This is an optimization exercise on Yosys and OpenROAD, whose aim is small area, a short achievable clock period and few clock cycles, not a production implementation.
Where RTL was checked, it was by simulation tests only, not by an equivalence proof against the original.
Power is estimated from default activity; no workload was simulated.

## freqcalccore_v1_0_S00_AXI
module freqcalccore_v1_0_S00_AXI #
	(
		parameter integer FHT_B = 7,
		parameter integer FHT_N = 2 ** FHT_B,
		parameter IDLE = 3'b000,
		parameter PRELOAD = 3'b001,
		parameter PREMULT_1 = 3'b010,
		parameter PREMULT_2 = 3'b011,
		parameter ACCUMULATION = 3'b100,
		parameter SQUARING = 3'b101,
		parameter CONVERSION = 3'b110,
		parameter FIND_MAX = 3'b111,
		parameter integer PDM_DIV = 2,
		parameter integer SAMPLE_DIV = 256,
		parameter integer C_S_AXI_DATA_WIDTH	= 32,
		parameter integer C_S_AXI_ADDR_WIDTH	= 4
	)
	(
		input wire pdm_data,
		output wire pdm_clk,
		output wire pdm_lrsel,
		output wire led0,
		output wire led1,
		input wire  S_AXI_ACLK,
		input wire  S_AXI_ARESETN,
		input wire [C_S_AXI_ADDR_WIDTH-1 : 0] S_AXI_AWADDR,
		input wire [2 : 0] S_AXI_AWPROT,
		input wire  S_AXI_AWVALID,
		output wire  S_AXI_AWREADY,
		input wire [C_S_AXI_DATA_WIDTH-1 : 0] S_AXI_WDATA,
		input wire [(C_S_AXI_DATA_WIDTH/8)-1 : 0] S_AXI_WSTRB,
		input wire  S_AXI_WVALID,
		output wire  S_AXI_WREADY,
		output wire [1 : 0] S_AXI_BRESP,
		output wire  S_AXI_BVALID,
		input wire  S_AXI_BREADY,
		input wire [C_S_AXI_ADDR_WIDTH-1 : 0] S_AXI_ARADDR,
		input wire [2 : 0] S_AXI_ARPROT,
		input wire  S_AXI_ARVALID,
		output wire  S_AXI_ARREADY,
		output wire [C_S_AXI_DATA_WIDTH-1 : 0] S_AXI_RDATA,
		output wire [1 : 0] S_AXI_RRESP,
		output wire  S_AXI_RVALID,
		input wire  S_AXI_RREADY
	);
For scale: ~5400 cells after synthesis, roughly 1300 flip-flops, about 0.060 mm^2 of cells after synthesis.
Settings: LEC_CHECK=0, CAP_MARGIN=20, CORE_MARGIN=2, CORE_UTILIZATION=40, CTS_BUF_LIST=sky130_fd_sc_hd__clkbuf_8, PLACE_DENSITY=0.6, SLEW_MARGIN=20; clock period 12.0 ns.
standard.sh (not shown) runs the stock make flow with config.mk's settings and CLKGATE_MAP_FILE= SYNTH_SCRIPT=/design/flow/synth_recipe.tcl, a recipe that flattens the netlist after the stock synthesis.
==> flow/flow/run.sh <==
#!/bin/bash
# Own layout flow: the standard flow (standard.sh, unchanged synthesis), with repair_timing
# aiming at a tighter setup margin so that the layout's reg-to-reg and port paths come out
# shorter.  The clock period and the constraints are the design's (constraint.sdc).
set -euo pipefail
MARGIN=$(cat flow/margin.txt 2>/dev/null || echo 6)
bash standard.sh SETUP_SLACK_MARGIN=$MARGIN TNS_END_PERCENT=100 finish > standard_make.log 2>&1
==> flow/flow/margin.txt <==
6.8
Testbench counts at the start, summed over its fixed seeds: cycles 180.
Change:
--- a/flow/design.v
+++ b/flow/design.v
@@ -38,20 +38,20 @@
 		input wire [C_S_AXI_ADDR_WIDTH-1 : 0] S_AXI_ARADDR,
 		input wire [2 : 0] S_AXI_ARPROT,
 		input wire  S_AXI_ARVALID,
 		output wire  S_AXI_ARREADY,
 		output wire [C_S_AXI_DATA_WIDTH-1 : 0] S_AXI_RDATA,
 		output wire [1 : 0] S_AXI_RRESP,
 		output wire  S_AXI_RVALID,
 		input wire  S_AXI_RREADY
 	);
-    localparam [767:0] CLS_TBL = 768'hf7df7cf3cf3cefbefbebaebae78e37db5d75d34cf2cb1c2eb6db6db6cb2cb2baebaa9a69a289e79e69a59648e38a181f7de79e79e75d75d71c71b6db69a6596185d7595513491400000000000000000000000000000000000000000000000000;
-    localparam [1151:0] THR_TBL = 1152'h6eefdccff777fdeeff7fdfe3fff9fffebfffbbfff9fffffffffffffffffffffffffffffffffffffffffffffffffffff9fffbbffebfff9fffe3fff7fdfdeeff777fdccff6eefdab7f66cfd8abd5e9f16a3b567e949b84e5d92935463d118b3421c90871420c50830420c10830420c10830420c50871421c918b3463d129354e5d949b8567e96a3b5e9f18abd66cfdab7f;
+    localparam [767:0] CLS_TBL = 768'hb6db6cb2cb2caebaebaaaaaaa68a279a59659248e28a181f79e79e79d75d75c71c6da69a6596186175d65955144d245040f3cf3cf38e38e34d34c30c2cb28a2492081c61440c2040000000000000000000000000000000000000000000000000;
+    localparam [1151:0] THR_TBL = 1152'h31ffcd8ff3a7fcfaff42dfd4fff63ffdcfff7fffe9ffffffffffffffffffffffffffffffffffffffffffffffffffffe9fff7fffdcfff63ffd4fff42dfcfaff3a7fcd8ff31ffcb7bf29dfc96ed21ab0766b198a855e81169835650949024e30528814a10518414600518014600518014600518414a10528824e30949035651169855e8198a8766b21ab096ed29dfcb7bf;
     function [16:0] sq9;
         input [8:0] a;
         begin
             sq9 = 17'({(a[0] & a[8]), (a[0] & a[7]), (a[0] & a[6]), (a[0] & a[5]), (a[0] & a[4]), (a[0] & a[3]), (a[0] & a[2]), (a[0] & a[1]), 1'b0, a[0]})
                 + 17'({(a[1] & a[8]), (a[1] & a[7]), (a[1] & a[6]), (a[1] & a[5]), (a[1] & a[4]), (a[1] & a[3]), (a[1] & a[2]), 1'b0, a[1], 1'b0, 1'b0})
                 + 17'({(a[2] & a[8]), (a[2] & a[7]), (a[2] & a[6]), (a[2] & a[5]), (a[2] & a[4]), (a[2] & a[3]), 1'b0, a[2], 1'b0, 1'b0, 1'b0, 1'b0})
                 + 17'({(a[3] & a[8]), (a[3] & a[7]), (a[3] & a[6]), (a[3] & a[5]), (a[3] & a[4]), 1'b0, a[3], 1'b0, 1'b0, 1'b0, 1'b0, 1'b0, 1'b0})
                 + 17'({(a[4] & a[8]), (a[4] & a[7]), (a[4] & a[6]), (a[4] & a[5]), 1'b0, a[4], 1'b0, 1'b0, 1'b0, 1'b0, 1'b0, 1'b0, 1'b0, 1'b0})
                 + 17'({(a[5] & a[8]), (a[5] & a[7]), (a[5] & a[6]), 1'b0, a[5], 1'b0, 1'b0, 1'b0, 1'b0, 1'b0, 1'b0, 1'b0, 1'b0, 1'b0, 1'b0})
@@ -392,60 +392,58 @@
     always @(posedge clk) begin
         if (!rstn) v1_r <= 1'b0;
         else v1_r <= pair_e1;
         if (pair_e1) begin
             b1_r <= bin1;
             b2_r <= bin2;
             k1_r <= k_p;
         end
     end
-    reg va_r, vq_r, vp_r;
+    reg va_r, vq_r;
     always @(posedge clk) begin
         if (!rstn) begin
             va_r <= 1'b0;
             vq_r <= 1'b0;
-            vp_r <= 1'b0;
         end else begin
             va_r <= v1_r;
             vq_r <= va_r;
-            vp_r <= vq_r;
         end
     end
     wire [9:0] bq = va_r ? b2_r : b1_r;
     wire [8:0] cq = bq[8:0] ^ {9{bq[9]}};
     wire [16:0] sq = sq9(cq) + (bq[9] ? {7'd0, cq, 1'b1} : 17'd0);
     reg [16:0] sqa_r, sqb_r;
-    reg [17:0] p0_r;
     reg signed [10:0] s_r;
     reg [5:0] k2_r;
     always @(posedge clk) begin
-        if (v1_r) sqa_r <= sq;
-        if (va_r) begin
-            sqb_r <= sq;
+        if (v1_r) begin
+            sqa_r <= sq;
             s_r <= {b1_r[9], b1_r} + {b2_r[9], b2_r};
             k2_r <= k1_r;
         end
-        if (vq_r) p0_r <= {1'b0, sqa_r} + {1'b0, sqb_r};
+        if (va_r) sqb_r <= sq;
     end
-    wire v2_r = vp_r;
+    wire v2_r = vq_r;
     wire [17:0] s2 = {{6{s_r[10]}}, s_r, 1'b0};
     wire [17:0] s4 = {{5{s_r[10]}}, s_r, 2'b00};
-    wire [53:0] pd3 = {p0_r + s4 + 18'd8, p0_r + s2 + 18'd2, p0_r};
+    wire [53:0] dl = {s4 + 18'd8, s2 + 18'd2, 18'd0};
     reg [53:0] mx;
     reg [17:0] mk;
     wire clr_cand = go;
     genvar gd;
     generate
         for (gd = 0; gd < 3; gd = gd + 1) begin : g_c
-            wire [17:0] pv = pd3[18*gd +: 18];
+            wire [17:0] dv = dl[18*gd +: 18];
             wire [17:0] mv = mx[18*gd +: 18];
             wire [5:0] kv = mk[6*gd +: 6];
-            wire better = {pv, ~k2_r} > {mv, ~kv};    
+            wire [17:0] pv = {1'b0, sqa_r} + {1'b0, sqb_r} + dv;
+            wire [18:0] df = {2'b00, sqa_r} + {2'b00, sqb_r} + {dv[17], dv} - {1'b0, mv};
+            wire better = ~df[18] & ((df != 19'd0) | (k2_r < kv));    
             always @(posedge clk) begin
                 if (clr_cand) begin
                     mx[18*gd +: 18] <= 18'd0;
                     mk[6*gd +: 6] <= 6'd0;
                 end else if (v2_r & better) begin
                     mx[18*gd +: 18] <= pv;
                     mk[6*gd +: 6] <= k2_r;
                 end
             end
Die area came out higher by about 3.5%.
Via count came out higher by 6.8%.
Total power came out higher by about 12%.
Final area came out higher by 5.1%.
Final cell count came out higher by 6.6%.
Setup slack gets worse by 0.29 ns.
Clock power came out lower by about 1%.
Wire length came out higher by 5.1%.
Global-route usage came out higher by 0.26 points.
No functional check of the RTL was part of the second run of this note.

[afterwards: timing with drivers on the ports]
In the flow no input, the clock included, has a driving cell. The finished layouts below were timed again as built, in two steps.
Step 1 assumes that a clkbuf_16 drives the clock port and a buf_2 every other input.
Step 2 also shifts input and output timing later by t, the mid clock arrival at the registers, as if the neighbouring blocks saw the same clock.
a / b / c = no drivers / after step 1 / after step 2; a / b = the first two.
run	t, ns	setup WS [ns]	hold WS [ns]	worst setup path at the end	latest minus earliest clock arrival (ns)
the first run	0.991	6.867 / 6.842 / 6.842	0.262 / 0.262 / 0.262	input to output	0.095 / 0.095
the second run	0.981	6.575 / 6.575 / 6.575	0.277 / 0.277 / 0.277	register to register	0.120 / 0.120
After both steps setup and hold are still met in every run listed. The setup slack of the first run, which loses most, moves by -0.025 ns with the drivers and by -0.025 ns with both steps.
